This is an optimization exercise on Yosys and OpenROAD, whose aim is a short achievable clock period and few clock cycles, not a production implementation. At most, simulation tests tie the RTL to the original design; equivalence was not proved.

==> 03-10 <==
==> flow/design.v <==
module SignExtension(
  In, 
  Out
);
input signed [15:0] In; 
output signed [31:0] Out;
assign Out = In;
endmodule  
module SevenSeg(OUT,IN);
input  [3:0] IN;
output [6:0] OUT;
assign OUT =
  (IN == 4'h0) ? 7'b1000000 :
  (IN == 4'h1) ? 7'b1111001 :
  (IN == 4'h2) ? 7'b0100100 :
  (IN == 4'h3) ? 7'b0110000 :
  (IN == 4'h4) ? 7'b0011001 :
  (IN == 4'h5) ? 7'b0010010 :
  (IN == 4'h6) ? 7'b0000010 :
  (IN == 4'h7) ? 7'b1111000 :
  (IN == 4'h8) ? 7'b0000000 :
  (IN == 4'h9) ? 7'b0010000 :
  (IN == 4'hA) ? 7'b0001000 :
  (IN == 4'hb) ? 7'b0000011 :
  (IN == 4'hc) ? 7'b1000110 :
  (IN == 4'hd) ? 7'b0100001 :
  (IN == 4'he) ? 7'b0000110 :
    7'b0001110 ;
endmodule
module AddKS(
  A,
  B,
  CI,
  S
);
parameter W = 16;
input  [W-1:0] A;
input  [W-1:0] B;
input          CI;
output [W-1:0] S;
wire [W-1:0] p = A ^ B;
wire [6*W-1:0] g;
wire [6*W-1:0] t;
assign g[W-1:0] = (A & B) | {{(W-1){1'b0}}, p[0] & CI};
assign t[W-1:0] = p;
genvar l, i;
generate
  for (l = 0; l < 5; l = l + 1) begin : lvl
    for (i = 0; i < W; i = i + 1) begin : pos
      if (i >= (1 << l)) begin : comb
        assign g[(l+1)*W+i] = g[l*W+i] | (t[l*W+i] & g[l*W+i-(1<<l)]);
        assign t[(l+1)*W+i] = t[l*W+i] & t[l*W+i-(1<<l)];
      end else begin : pass
        assign g[(l+1)*W+i] = g[l*W+i];
        assign t[(l+1)*W+i] = t[l*W+i];
      end
    end
  end
endgenerate
assign S = p ^ {g[5*W +: W-1], CI};
endmodule  
module hw5_cpu(
  clk,
  rst_n,
  imem_addr,
  imem_data,
  dmem_addr,
  dmem_we,
  dmem_wdata,
  dmem_rdata,
  LEDR, LEDG,
  HEX0, HEX1, HEX2, HEX3
);
input clk;
input rst_n;
output [9:0] imem_addr;
input [32-1:0] imem_data;
output [9:0] dmem_addr;
output dmem_we;
output [16-1:0] dmem_wdata;
input [16-1:0] dmem_rdata;
output [9:0] LEDR;
output [7:0] LEDG;
output [6:0] HEX0, HEX1, HEX2, HEX3;
reg rst_q;
always @(posedge clk)
  rst_q <= rst_n;
reg [15:0] pc_f;
reg        x_v;
reg [15:0] x_pc4;                   
reg        x_sum, x_and, x_link;    
reg        x_wreg, x_load, x_store;
reg        x_jmp, x_jsrr, x_movi;
reg        x_pv;                    
reg [15:0] x_pval;                  
reg [3:0]  x_rd;
reg [15:0] x_b, x_c, x_a;           
reg        x_bm, x_cm, x_am;        
reg        m_wreg;
reg        m_load;
reg        m_we;
reg [3:0]  m_rd;
reg [15:0] m_res;
reg [9:0]  m_addr;                  
reg [15:0] m_sdata;                 
reg        w_wreg;
reg [3:0]  w_rd;
reg [15:0] w_res;
reg [15:0] lr;                      
reg [15:0] rf [0:15];
reg [2:0]  cc;
reg [9:0]  ledr_q;
reg [7:0]  ledg_q;
reg [6:0]  hex0_q, hex1_q, hex2_q, hex3_q;
assign imem_addr  = pc_f[11:2];
assign dmem_addr  = m_addr;
assign dmem_we    = m_we;
assign dmem_wdata = m_sdata;
assign LEDR = ledr_q;
assign LEDG = ledg_q;
assign HEX0 = hex0_q;
assign HEX1 = hex1_q;
assign HEX2 = hex2_q;
assign HEX3 = hex3_q;
wire [7:0]  f_op  = imem_data[31:24];
wire [3:0]  f_ra  = imem_data[23:20];
wire [3:0]  f_rb  = imem_data[19:16];
wire [3:0]  f_rc  = imem_data[11:8];
wire [15:0] f_imm = imem_data[15:0];
wire f_add  = (f_op == 8'b00000000);
wire f_addi = (f_op == 8'b00000001);
wire f_and  = (f_op == 8'b00001000);
wire f_andi = (f_op == 8'b00001001);
wire f_mov  = (f_op == 8'b00010000);
wire f_movi = (f_op == 8'b00010001);
wire f_ldw  = (f_op == 8'b00101010);
wire f_stw  = (f_op == 8'b00110010);
wire f_br   = (f_op[7:3] == 5'b11011);
wire f_jmp  = (f_op == 8'b11100000);
wire f_jsr  = (f_op == 8'b11110000);
wire f_jsrr = (f_op == 8'b11111000);
wire f_immt   = f_addi | f_andi | f_ldw | f_stw | f_movi;
wire f_uses_b = f_add | f_addi | f_and | f_andi | f_ldw | f_stw | f_jmp | f_jsrr;
wire f_uses_c = f_add | f_and | f_mov;
wire f_wreg   = f_add | f_addi | f_and | f_andi | f_mov | f_movi | f_ldw | f_jsr | f_jsrr;
wire [3:0] f_rd = (f_mov | f_movi) ? f_rb : (f_jsr | f_jsrr) ? 4'd7 : f_ra;
wire xw = x_v && x_wreg;
wire b_m = xw     && (x_rd == f_rb);
wire b_w = m_wreg && (m_rd == f_rb);
wire b_v = w_wreg && (w_rd == f_rb);
wire c_m = xw     && (x_rd == f_rc);
wire c_w = m_wreg && (m_rd == f_rc);
wire c_v = w_wreg && (w_rd == f_rc);
wire a_m = xw     && (x_rd == f_ra);
wire a_w = m_wreg && (m_rd == f_ra);
wire a_v = w_wreg && (w_rd == f_ra);
wire [15:0] w_next = m_load ? dmem_rdata : m_res;
wire [15:0] f_bval = b_w ? w_next : b_v ? w_res : rf[f_rb];
wire [15:0] f_cval = c_w ? w_next : c_v ? w_res : rf[f_rc];
wire [15:0] f_aval = a_w ? w_next : a_v ? w_res : rf[f_ra];
wire f_stall = (x_v && x_load &&
  ((f_uses_b && x_rd == f_rb) || (f_uses_c && x_rd == f_rc) || (f_stw && x_rd == f_ra) || f_br)) ||
  (f_br && !xw && m_load);
wire [15:0] pc4_f = pc_f + 16'h4;
wire [13:0] tgt_hi;
AddKS #(.W(14)) add_tgt(.A(pc_f[15:2]), .B(f_imm[13:0]), .CI(1'b1), .S(tgt_hi));
wire [15:0] tgt_f = {tgt_hi, pc_f[1:0]};
wire movi_hit = x_v && x_movi;
wire [15:0] jmp_pval = (f_rb == 4'd7) ? lr : movi_hit ? x_c : pc4_f;
wire [13:0] jsrr_hi;
AddKS #(.W(14)) add_jsrr(.A(pc_f[15:2]), .B(x_c[13:0]), .CI(1'b1), .S(jsrr_hi));
wire [15:0] jsrr_pf  = {jsrr_hi, pc_f[1:0]};
wire [15:0] fb = x_bm ? m_res : x_b;
wire [15:0] fc = x_cm ? m_res : x_c;
wire [15:0] fa = x_am ? m_res : x_a;
wire [15:0] sum;
AddKS #(.W(16)) add_alu(.A(fb), .B(fc), .CI(1'b0), .S(sum));
wire [15:0] res = x_sum ? sum :
                  x_and ? andv :
                  x_link ? x_pc4 :
                  fc;
function [2:0] ccof;
  input [15:0] v;
  ccof = v[15] ? 3'b100 : (v == 16'h0) ? 3'b010 : 3'b001;
endfunction
wire [15:0] andv = fb & fc;
wire sum_zero = ((fb ^ fc) == {fb[14:0] | fc[14:0], 1'b0});
wire [2:0] cc_sum = sum[15] ? 3'b100 : sum_zero ? 3'b010 : 3'b001;
wire [2:0] cc_x = x_sum ? cc_sum : x_and ? ccof(andv) : x_link ? ccof(x_pc4) : ccof(fc);
wire [2:0] cc_now = m_wreg ? ccof(m_res) : w_wreg ? ccof(w_res) : cc;
wire [2:0] cc_live = (x_v && x_wreg) ? cc_x : cc_now;
wire f_take = f_jsr || (f_br && ((f_op[2:0] & cc_live) != 3'b000));
wire pred_ok = x_pv && (fb == x_pval);
wire redirect = x_v && (x_jmp || x_jsrr) && !pred_ok;
wire [13:0] jsrx_hi;
AddKS #(.W(14)) add_jsrx(.A(x_pc4[15:2]), .B(fb[13:0]), .CI(1'b0), .S(jsrx_hi));
wire [15:0] jsrr_x = {jsrx_hi, x_pc4[1:0]};
wire [15:0] target = x_jmp ? fb : jsrr_x;
always @(posedge clk)
begin
  if (!rst_n) begin
    pc_f <= 16'h0;
    x_v  <= 1'b0;
  end else if (redirect) begin
    pc_f <= target;
    x_v  <= 1'b0;
  end else if (f_stall) begin
    x_v  <= 1'b0;
  end else begin
    if (f_take)
      pc_f <= tgt_f;
    else if (f_jmp)
      pc_f <= jmp_pval;
    else if (f_jsrr && movi_hit)
      pc_f <= jsrr_pf;
    else
      pc_f <= pc4_f;
    x_v  <= 1'b1;
  end
  if (!rst_q)
    lr <= 16'h0;
  else if (f_jsr || f_jsrr)
    lr <= pc4_f;
  x_pc4   <= pc4_f;
  x_sum   <= f_add | f_addi | f_ldw | f_stw;
  x_and   <= f_and | f_andi;
  x_link  <= f_jsr | f_jsrr;
  x_wreg  <= f_wreg;
  x_load  <= f_ldw;
  x_store <= f_stw;
  x_jmp   <= f_jmp;
  x_jsrr  <= f_jsrr;
  x_movi  <= f_movi;
  x_pv    <= f_jmp || movi_hit;
  x_pval  <= f_jmp ? jmp_pval : x_c;
  x_rd    <= f_rd;
  x_b  <= f_bval;
  x_bm <= b_m;
  x_c  <= f_immt ? f_imm : f_cval;
  x_cm <= !f_immt && c_m;
  x_a  <= f_aval;
  x_am <= a_m;
end
always @(posedge clk)
begin
  if (!rst_q) begin
    m_wreg <= 1'b0;
    m_load <= 1'b0;
    m_we   <= 1'b0;
    m_res  <= 16'h0;
    m_addr <= 10'h0;
    m_sdata <= 16'h0;
  end else begin
    m_wreg <= x_v && x_wreg;
    m_load <= x_v && x_load;
    m_we   <= x_v && x_store;
    m_res  <= res;
    m_addr <= (x_v && (x_load || x_store)) ? sum[9:0] : 10'h0;
    m_sdata <= (x_v && x_store) ? fa : 16'h0;
  end
  m_rd    <= x_rd;
end
always @(posedge clk)
begin
  if (!rst_q)
    w_wreg <= 1'b0;
  else
    w_wreg <= m_wreg;
  w_rd  <= m_rd;
  w_res <= w_next;
end
integer k;
always @(posedge clk)
begin
  if (!rst_q) begin
    for (k = 0; k < 16; k = k + 1)
      rf[k] <= 16'h0;
    cc <= 3'b000;
  end else if (w_wreg) begin
    rf[w_rd] <= w_res;
    cc <= ccof(w_res);
  end
end
wire [6:0] seg0, seg1, seg2, seg3;
SevenSeg sseg0(.OUT(seg3), .IN(m_sdata[15:12]));
SevenSeg sseg1(.OUT(seg2), .IN(m_sdata[11:8]));
SevenSeg sseg2(.OUT(seg1), .IN(m_sdata[7:4]));
SevenSeg sseg3(.OUT(seg0), .IN(m_sdata[3:0]));
wire ld_r = m_we && (m_addr == 1020);
wire ld_g = m_we && (m_addr == 1021);
wire ld_h = m_we && (m_addr == 1022);
always @(posedge clk)
begin
  if (!rst_q) begin
    ledr_q <= 10'h3FF;
    ledg_q <= 8'hFF;
    hex3_q <= 7'b0100001;  
    hex2_q <= 7'b0000110;  
    hex1_q <= 7'b0001000;  
    hex0_q <= 7'b0100001;  
  end else begin
    ledr_q <= ({10{ld_r}} & m_sdata[9:0]) | ({10{!ld_r}} & ledr_q);
    ledg_q <= ({8{ld_g}} & m_sdata[7:0]) | ({8{!ld_g}} & ledg_q);
    hex3_q <= ({7{ld_h}} & seg3) | ({7{!ld_h}} & hex3_q);
    hex2_q <= ({7{ld_h}} & seg2) | ({7{!ld_h}} & hex2_q);
    hex1_q <= ({7{ld_h}} & seg1) | ({7{!ld_h}} & hex1_q);
    hex0_q <= ({7{ld_h}} & seg0) | ({7{!ld_h}} & hex0_q);
  end
end
endmodule  
==> flow/flow/run.sh <==
#!/bin/bash
# The standard layout, with timing repair aimed below the design's period.
set -euo pipefail
bash standard.sh SETUP_SLACK_MARGIN=8.5 finish > flow.log 2>&1
==> flow/standard.sh <==
#!/bin/bash
# synth_recipe.tcl (not shown) runs the flow's synth.tcl, then flattens the netlist and writes it again
# the make line also repeats each setting of config.mk as NAME=value (left out here)
make -C /OpenROAD-flow-scripts/flow DESIGN_CONFIG=/design/flow/config.mk WORK_HOME=/design/flow/orfs CLKGATE_MAP_FILE= SYNTH_SCRIPT=/design/flow/synth_recipe.tcl "${@:-finish}"
==> flow/config.mk <==
export PLATFORM = sky130hd
export DESIGN_NAME = hw5_cpu
export DESIGN_NICKNAME = hw5_cpu
export VERILOG_FILES = /design/flow/design.v
export SDC_FILE = /design/flow/constraint.sdc
export NUM_CORES = 4
export LEC_CHECK = 0
export CAP_MARGIN = 20
export CORE_MARGIN = 2
export CORE_UTILIZATION = 40
export SLEW_MARGIN = 20
export TNS_END_PERCENT = 10
==> flow/constraint.sdc <==
create_clock -name core_clock -period 12.0 [get_ports {clk}]
set_input_delay 2.4000 -clock core_clock [delete_from_list [all_inputs] [get_ports {clk}]]
set_output_delay 2.4000 -clock core_clock [all_outputs]
set_load 0.01 [all_outputs]
==> 07-27 (differences from 03-10) <==
--- a/flow/design.v
+++ b/flow/design.v
@@ -89,3 +89,6 @@
 reg        x_v;
+reg [15:0] x_pc;                    
 reg [15:0] x_pc4;                   
+reg        x_rp;                    
+reg [2:0]  x_lcc;                   
 reg        x_sum, x_and, x_link;    
@@ -160,5 +163,5 @@
 wire [15:0] f_aval = a_w ? w_next : a_v ? w_res : rf[f_ra];
-wire f_stall = (x_v && x_load &&
-  ((f_uses_b && x_rd == f_rb) || (f_uses_c && x_rd == f_rc) || (f_stw && x_rd == f_ra) || f_br)) ||
-  (f_br && !xw && m_load);
+wire f_ldep = x_v && x_load &&
+  ((f_uses_b && x_rd == f_rb) || (f_uses_c && x_rd == f_rc) || (f_stw && x_rd == f_ra));
+wire f_stall = f_br && ((x_v && x_load) || (!xw && m_load));
 wire [15:0] pc4_f = pc_f + 16'h4;
@@ -167,4 +170,4 @@
 wire [15:0] tgt_f = {tgt_hi, pc_f[1:0]};
-wire movi_hit = x_v && x_movi;
-wire [15:0] jmp_pval = (f_rb == 4'd7) ? lr : movi_hit ? x_c : pc4_f;
+wire movi_hit = x_v && x_movi && (x_rd == f_rb);
+wire [15:0] jmp_pval = movi_hit ? x_c : (f_rb == 4'd7) ? lr : pc4_f;
 wire [13:0] jsrr_hi;
@@ -185,6 +188,24 @@
 endfunction
+function zsum;    
+  input [15:0] a;
+  input [15:0] b;
+  zsum = ((a ^ b) == {a[14:0] | b[14:0], 1'b0});
+endfunction
+wire [15:0] s_bc, s_bm, s_mc, s_mm;
+AddKS #(.W(16)) add_sbc(.A(x_b),   .B(x_c),   .CI(1'b0), .S(s_bc));
+AddKS #(.W(16)) add_sbm(.A(x_b),   .B(m_res), .CI(1'b0), .S(s_bm));
+AddKS #(.W(16)) add_smc(.A(m_res), .B(x_c),   .CI(1'b0), .S(s_mc));
+AddKS #(.W(16)) add_smm(.A(m_res), .B(m_res), .CI(1'b0), .S(s_mm));
+wire n_sum = x_bm ? (x_cm ? s_mm[15] : s_mc[15]) : (x_cm ? s_bm[15] : s_bc[15]);
+wire z_sum = x_bm ? (x_cm ? zsum(m_res, m_res) : zsum(m_res, x_c)) :
+                    (x_cm ? zsum(x_b, m_res)   : zsum(x_b, x_c));
+wire n_and = fb[15] & fc[15];
+wire z_and = x_bm ? (x_cm ? (m_res == 16'h0) : ((m_res & x_c) == 16'h0)) :
+                    (x_cm ? ((x_b & m_res) == 16'h0) : ((x_b & x_c) == 16'h0));
+wire n_pass = fc[15];
+wire z_pass = x_cm ? (m_res == 16'h0) : (x_c == 16'h0);
+wire n_x = x_sum ? n_sum : x_and ? n_and : x_link ? x_lcc[2] : n_pass;
+wire z_x = x_sum ? z_sum : x_and ? z_and : x_link ? x_lcc[1] : z_pass;
+wire [2:0] cc_x = {n_x, !n_x && z_x, !n_x && !z_x};
 wire [15:0] andv = fb & fc;
-wire sum_zero = ((fb ^ fc) == {fb[14:0] | fc[14:0], 1'b0});
-wire [2:0] cc_sum = sum[15] ? 3'b100 : sum_zero ? 3'b010 : 3'b001;
-wire [2:0] cc_x = x_sum ? cc_sum : x_and ? ccof(andv) : x_link ? ccof(x_pc4) : ccof(fc);
 wire [2:0] cc_now = m_wreg ? ccof(m_res) : w_wreg ? ccof(w_res) : cc;
@@ -193,3 +214,4 @@
 wire pred_ok = x_pv && (fb == x_pval);
-wire redirect = x_v && (x_jmp || x_jsrr) && !pred_ok;
+wire redirect = x_v && (x_rp || ((x_jmp || x_jsrr) && !pred_ok));
+wire go = x_v && !x_rp;
 wire [13:0] jsrx_hi;
@@ -197,3 +219,3 @@
 wire [15:0] jsrr_x = {jsrx_hi, x_pc4[1:0]};
-wire [15:0] target = x_jmp ? fb : jsrr_x;
+wire [15:0] target = x_rp ? x_pc : x_jmp ? fb : jsrr_x;
 always @(posedge clk)
@@ -223,3 +245,6 @@
     lr <= pc4_f;
+  x_pc    <= pc_f;
   x_pc4   <= pc4_f;
+  x_rp    <= f_ldep;
+  x_lcc   <= ccof(pc4_f);
   x_sum   <= f_add | f_addi | f_ldw | f_stw;
@@ -251,12 +276,13 @@
     m_addr <= 10'h0;
-    m_sdata <= 16'h0;
   end else begin
-    m_wreg <= x_v && x_wreg;
-    m_load <= x_v && x_load;
-    m_we   <= x_v && x_store;
+    m_wreg <= go && x_wreg;
+    m_load <= go && x_load;
+    m_we   <= go && x_store;
     m_res  <= res;
-    m_addr <= (x_v && (x_load || x_store)) ? sum[9:0] : 10'h0;
-    m_sdata <= (x_v && x_store) ? fa : 16'h0;
+    if (go && (x_load || x_store))
+      m_addr <= sum[9:0];
   end
   m_rd    <= x_rd;
+  if (go && x_store)
+    m_sdata <= fa;
 end
@@ -288,5 +314,2 @@
 SevenSeg sseg3(.OUT(seg0), .IN(m_sdata[3:0]));
-wire ld_r = m_we && (m_addr == 1020);
-wire ld_g = m_we && (m_addr == 1021);
-wire ld_h = m_we && (m_addr == 1022);
 always @(posedge clk)
@@ -300,9 +323,13 @@
     hex0_q <= 7'b0100001;  
-  end else begin
-    ledr_q <= ({10{ld_r}} & m_sdata[9:0]) | ({10{!ld_r}} & ledr_q);
-    ledg_q <= ({8{ld_g}} & m_sdata[7:0]) | ({8{!ld_g}} & ledg_q);
-    hex3_q <= ({7{ld_h}} & seg3) | ({7{!ld_h}} & hex3_q);
-    hex2_q <= ({7{ld_h}} & seg2) | ({7{!ld_h}} & hex2_q);
-    hex1_q <= ({7{ld_h}} & seg1) | ({7{!ld_h}} & hex1_q);
-    hex0_q <= ({7{ld_h}} & seg0) | ({7{!ld_h}} & hex0_q);
+  end else if (m_we) begin
+    if (m_addr == 1020)
+      ledr_q <= m_sdata[9:0];
+    if (m_addr == 1021)
+      ledg_q <= m_sdata[7:0];
+    if (m_addr == 1022) begin
+      hex3_q <= seg3;
+      hex2_q <= seg2;
+      hex1_q <= seg1;
+      hex0_q <= seg0;
+    end
   end
==> flow/flow/run.sh (replaced) <==
#!/bin/bash
# The standard layout, with timing repair aimed below the design's period.
set -euo pipefail
bash standard.sh SETUP_SLACK_MARGIN=9 finish > flow.log 2>&1
--- a/flow/config.mk
+++ b/flow/config.mk
@@ -11,2 +11 @@
 export SLEW_MARGIN = 20
-export TNS_END_PERCENT = 10
==> 02-14 (differences from 03-10) <==
--- a/flow/design.v
+++ b/flow/design.v
@@ -29,34 +29,2 @@
 endmodule
-module AddKS(
-  A,
-  B,
-  CI,
-  S
-);
-parameter W = 16;
-input  [W-1:0] A;
-input  [W-1:0] B;
-input          CI;
-output [W-1:0] S;
-wire [W-1:0] p = A ^ B;
-wire [6*W-1:0] g;
-wire [6*W-1:0] t;
-assign g[W-1:0] = (A & B) | {{(W-1){1'b0}}, p[0] & CI};
-assign t[W-1:0] = p;
-genvar l, i;
-generate
-  for (l = 0; l < 5; l = l + 1) begin : lvl
-    for (i = 0; i < W; i = i + 1) begin : pos
-      if (i >= (1 << l)) begin : comb
-        assign g[(l+1)*W+i] = g[l*W+i] | (t[l*W+i] & g[l*W+i-(1<<l)]);
-        assign t[(l+1)*W+i] = t[l*W+i] & t[l*W+i-(1<<l)];
-      end else begin : pass
-        assign g[(l+1)*W+i] = g[l*W+i];
-        assign t[(l+1)*W+i] = t[l*W+i];
-      end
-    end
-  end
-endgenerate
-assign S = p ^ {g[5*W +: W-1], CI};
-endmodule  
 module hw5_cpu(
@@ -103,4 +71,3 @@
 reg [15:0] m_res;
-reg [9:0]  m_addr;                  
-reg [15:0] m_sdata;                 
+reg [15:0] m_sdata;
 reg        w_wreg;
@@ -115,3 +82,3 @@
 assign imem_addr  = pc_f[11:2];
-assign dmem_addr  = m_addr;
+assign dmem_addr  = m_res[9:0];
 assign dmem_we    = m_we;
@@ -164,10 +131,6 @@
 wire [15:0] pc4_f = pc_f + 16'h4;
-wire [13:0] tgt_hi;
-AddKS #(.W(14)) add_tgt(.A(pc_f[15:2]), .B(f_imm[13:0]), .CI(1'b1), .S(tgt_hi));
-wire [15:0] tgt_f = {tgt_hi, pc_f[1:0]};
-wire movi_hit = x_v && x_movi;
-wire [15:0] jmp_pval = (f_rb == 4'd7) ? lr : movi_hit ? x_c : pc4_f;
-wire [13:0] jsrr_hi;
-AddKS #(.W(14)) add_jsrr(.A(pc_f[15:2]), .B(x_c[13:0]), .CI(1'b1), .S(jsrr_hi));
-wire [15:0] jsrr_pf  = {jsrr_hi, pc_f[1:0]};
+wire [15:0] tgt_f = pc4_f + {f_imm[13:0], 2'b00};
+wire movi_hit = x_v && x_movi && (x_rd == f_rb);
+wire [15:0] jmp_pval = movi_hit ? x_c : (f_rb == 4'd7) ? lr : pc4_f;
+wire [15:0] jsrr_pf  = pc4_f + {x_c[13:0], 2'b00};
 wire [15:0] fb = x_bm ? m_res : x_b;
@@ -175,4 +138,3 @@
 wire [15:0] fa = x_am ? m_res : x_a;
-wire [15:0] sum;
-AddKS #(.W(16)) add_alu(.A(fb), .B(fc), .CI(1'b0), .S(sum));
+wire [15:0] sum = fb + fc;
 wire [15:0] res = x_sum ? sum :
@@ -194,5 +156,3 @@
 wire redirect = x_v && (x_jmp || x_jsrr) && !pred_ok;
-wire [13:0] jsrx_hi;
-AddKS #(.W(14)) add_jsrx(.A(x_pc4[15:2]), .B(fb[13:0]), .CI(1'b0), .S(jsrx_hi));
-wire [15:0] jsrr_x = {jsrx_hi, x_pc4[1:0]};
+wire [15:0] jsrr_x = x_pc4 + {fb[13:0], 2'b00};
 wire [15:0] target = x_jmp ? fb : jsrr_x;
@@ -221,3 +181,3 @@
     lr <= 16'h0;
-  else if (f_jsr || f_jsrr)
+  else if (!redirect && !f_stall && (f_jsr || f_jsrr))
     lr <= pc4_f;
@@ -250,4 +210,2 @@
     m_res  <= 16'h0;
-    m_addr <= 10'h0;
-    m_sdata <= 16'h0;
   end else begin
@@ -257,6 +215,5 @@
     m_res  <= res;
-    m_addr <= (x_v && (x_load || x_store)) ? sum[9:0] : 10'h0;
-    m_sdata <= (x_v && x_store) ? fa : 16'h0;
   end
   m_rd    <= x_rd;
+  m_sdata <= fa;
 end
@@ -271,3 +228,3 @@
 end
-integer k;
+integer i;
 always @(posedge clk)
@@ -275,4 +232,4 @@
   if (!rst_q) begin
-    for (k = 0; k < 16; k = k + 1)
-      rf[k] <= 16'h0;
+    for (i = 0; i < 16; i = i + 1)
+      rf[i] <= 16'h0;
     cc <= 3'b000;
@@ -288,5 +245,2 @@
 SevenSeg sseg3(.OUT(seg0), .IN(m_sdata[3:0]));
-wire ld_r = m_we && (m_addr == 1020);
-wire ld_g = m_we && (m_addr == 1021);
-wire ld_h = m_we && (m_addr == 1022);
 always @(posedge clk)
@@ -300,9 +254,13 @@
     hex0_q <= 7'b0100001;  
-  end else begin
-    ledr_q <= ({10{ld_r}} & m_sdata[9:0]) | ({10{!ld_r}} & ledr_q);
-    ledg_q <= ({8{ld_g}} & m_sdata[7:0]) | ({8{!ld_g}} & ledg_q);
-    hex3_q <= ({7{ld_h}} & seg3) | ({7{!ld_h}} & hex3_q);
-    hex2_q <= ({7{ld_h}} & seg2) | ({7{!ld_h}} & hex2_q);
-    hex1_q <= ({7{ld_h}} & seg1) | ({7{!ld_h}} & hex1_q);
-    hex0_q <= ({7{ld_h}} & seg0) | ({7{!ld_h}} & hex0_q);
+  end else if (m_we) begin
+    if (m_res[9:0] == 1020)
+      ledr_q <= m_sdata[9:0];
+    if (m_res[9:0] == 1021)
+      ledg_q <= m_sdata[7:0];
+    if (m_res[9:0] == 1022) begin
+      hex3_q <= seg3;
+      hex2_q <= seg2;
+      hex1_q <= seg1;
+      hex0_q <= seg0;
+    end
   end
==> flow/flow/run.sh (replaced) <==
#!/bin/bash
# The standard layout, with timing repair aimed below the design's period.
set -euo pipefail
bash standard.sh SETUP_SLACK_MARGIN=9 finish > flow.log 2>&1
--- a/flow/config.mk
+++ b/flow/config.mk
@@ -11,2 +11 @@
 export SLEW_MARGIN = 20
-export TNS_END_PERCENT = 10
==> 05-13 (differences from 03-10) <==
--- a/flow/design.v
+++ b/flow/design.v
@@ -103,4 +103,3 @@
 reg [15:0] m_res;
-reg [9:0]  m_addr;                  
-reg [15:0] m_sdata;                 
+reg [15:0] m_sdata;
 reg        w_wreg;
@@ -115,3 +114,3 @@
 assign imem_addr  = pc_f[11:2];
-assign dmem_addr  = m_addr;
+assign dmem_addr  = m_res[9:0];
 assign dmem_we    = m_we;
@@ -167,4 +166,4 @@
 wire [15:0] tgt_f = {tgt_hi, pc_f[1:0]};
-wire movi_hit = x_v && x_movi;
-wire [15:0] jmp_pval = (f_rb == 4'd7) ? lr : movi_hit ? x_c : pc4_f;
+wire movi_hit = x_v && x_movi && (x_rd == f_rb);
+wire [15:0] jmp_pval = movi_hit ? x_c : (f_rb == 4'd7) ? lr : pc4_f;
 wire [13:0] jsrr_hi;
@@ -250,4 +249,2 @@
     m_res  <= 16'h0;
-    m_addr <= 10'h0;
-    m_sdata <= 16'h0;
   end else begin
@@ -257,6 +254,5 @@
     m_res  <= res;
-    m_addr <= (x_v && (x_load || x_store)) ? sum[9:0] : 10'h0;
-    m_sdata <= (x_v && x_store) ? fa : 16'h0;
   end
   m_rd    <= x_rd;
+  m_sdata <= fa;
 end
@@ -288,5 +284,5 @@
 SevenSeg sseg3(.OUT(seg0), .IN(m_sdata[3:0]));
-wire ld_r = m_we && (m_addr == 1020);
-wire ld_g = m_we && (m_addr == 1021);
-wire ld_h = m_we && (m_addr == 1022);
+wire ld_r = m_we && (m_res[9:0] == 1020);
+wire ld_g = m_we && (m_res[9:0] == 1021);
+wire ld_h = m_we && (m_res[9:0] == 1022);
 always @(posedge clk)
==> flow_metrics.tcl <==
set metrics [dict create \
    num-fill-cells 6238 \
    core_um2 74600 \
    crit_top_cell "o21ai_2" \
    reg2reg_from "pc_f[2]" \
    fin_hold_ws_ns 0.420 \
    multi_input_area_share_pct 45.0 \
    cts_made_buffers 55 \
    outcome "no timing/DRC/antenna violations" \
    nFlopsAndLatches 496 \
    final.clkbuf_count 74 \
]
# the run above: 02-14

==> flow_metrics.tcl <==
set metrics [dict create \
    nFlopsAndLatches 496 \
    reg2reg_from "x_bm" \
    multi_input_area_share_pct 47.1 \
    core_um2 74700 \
    cts_made_buffers 55 \
    crit_top_cell "o21a_1" \
    final.clkbuf_count 76 \
    outcome "no timing/DRC/antenna violations" \
]
# the run above: 05-13

==> flow_metrics.tcl <==
set metrics [dict create \
    outcome "no timing/DRC/antenna violations" \
    fin_hold_ws_ns 0.437 \
    reg2reg_from "x_bm" \
    cts_made_buffers 60 \
    nFlopsAndLatches 523 \
]
# the run above: 07-27

==> flow_metrics.tcl <==
set metrics [dict create \
    outcome "no timing/DRC/antenna violations" \
    nFlopsAndLatches 506 \
    final.clkbuf_count 72 \
    fin_hold_ws_ns 0.403 \
    multi_input_area_share_pct 46.8 \
]
# the run above: 03-10

Testbench counts of 03-10, summed over its fixed seeds: cycles 19,565.
No functional check of the RTL was part of 07-27, 02-14 and 05-13.

==> re-timing with driven ports <==
No port has a modelled driver above. Below, the same layouts with a new extraction and two added sets of constraints.
Step 1 sets driving cells, clkbuf_16 on the clock port and buf_2 on the other inputs (assumed; they add their load-dependent delay and slew).
Step 2 moves the port delays by t, midway between the first and last clock arrival at a register: inputs arrive t later, outputs are due t later. That takes back most of the time a late clock gives input paths.
a / b / c = no drivers / after step 1 / after step 2; a / b = the first two.
run	shift t [ns]	setup WS [ns]	hold slack, ns	latest minus earliest clock arrival (ns)
03-10	0.680	7.854 / 7.795 / 7.204	0.403 / 0.403 / 0.403	0.026 / 0.026
07-27	0.709	7.908 / 7.929 / 7.220	0.437 / 0.437 / 0.437	0.045 / 0.045
02-14	0.684	7.947 / 7.725 / 7.041	0.420 / 0.420 / 0.420	0.026 / 0.026
05-13	0.683	7.943 / 7.871 / 7.187	0.383 / 0.383 / 0.383	0.044 / 0.043
After both steps setup and hold are still met in every run listed. For 02-14, which loses most, drivers alone change the setup slack by -0.222 ns; drivers and shift together by -0.906 ns.
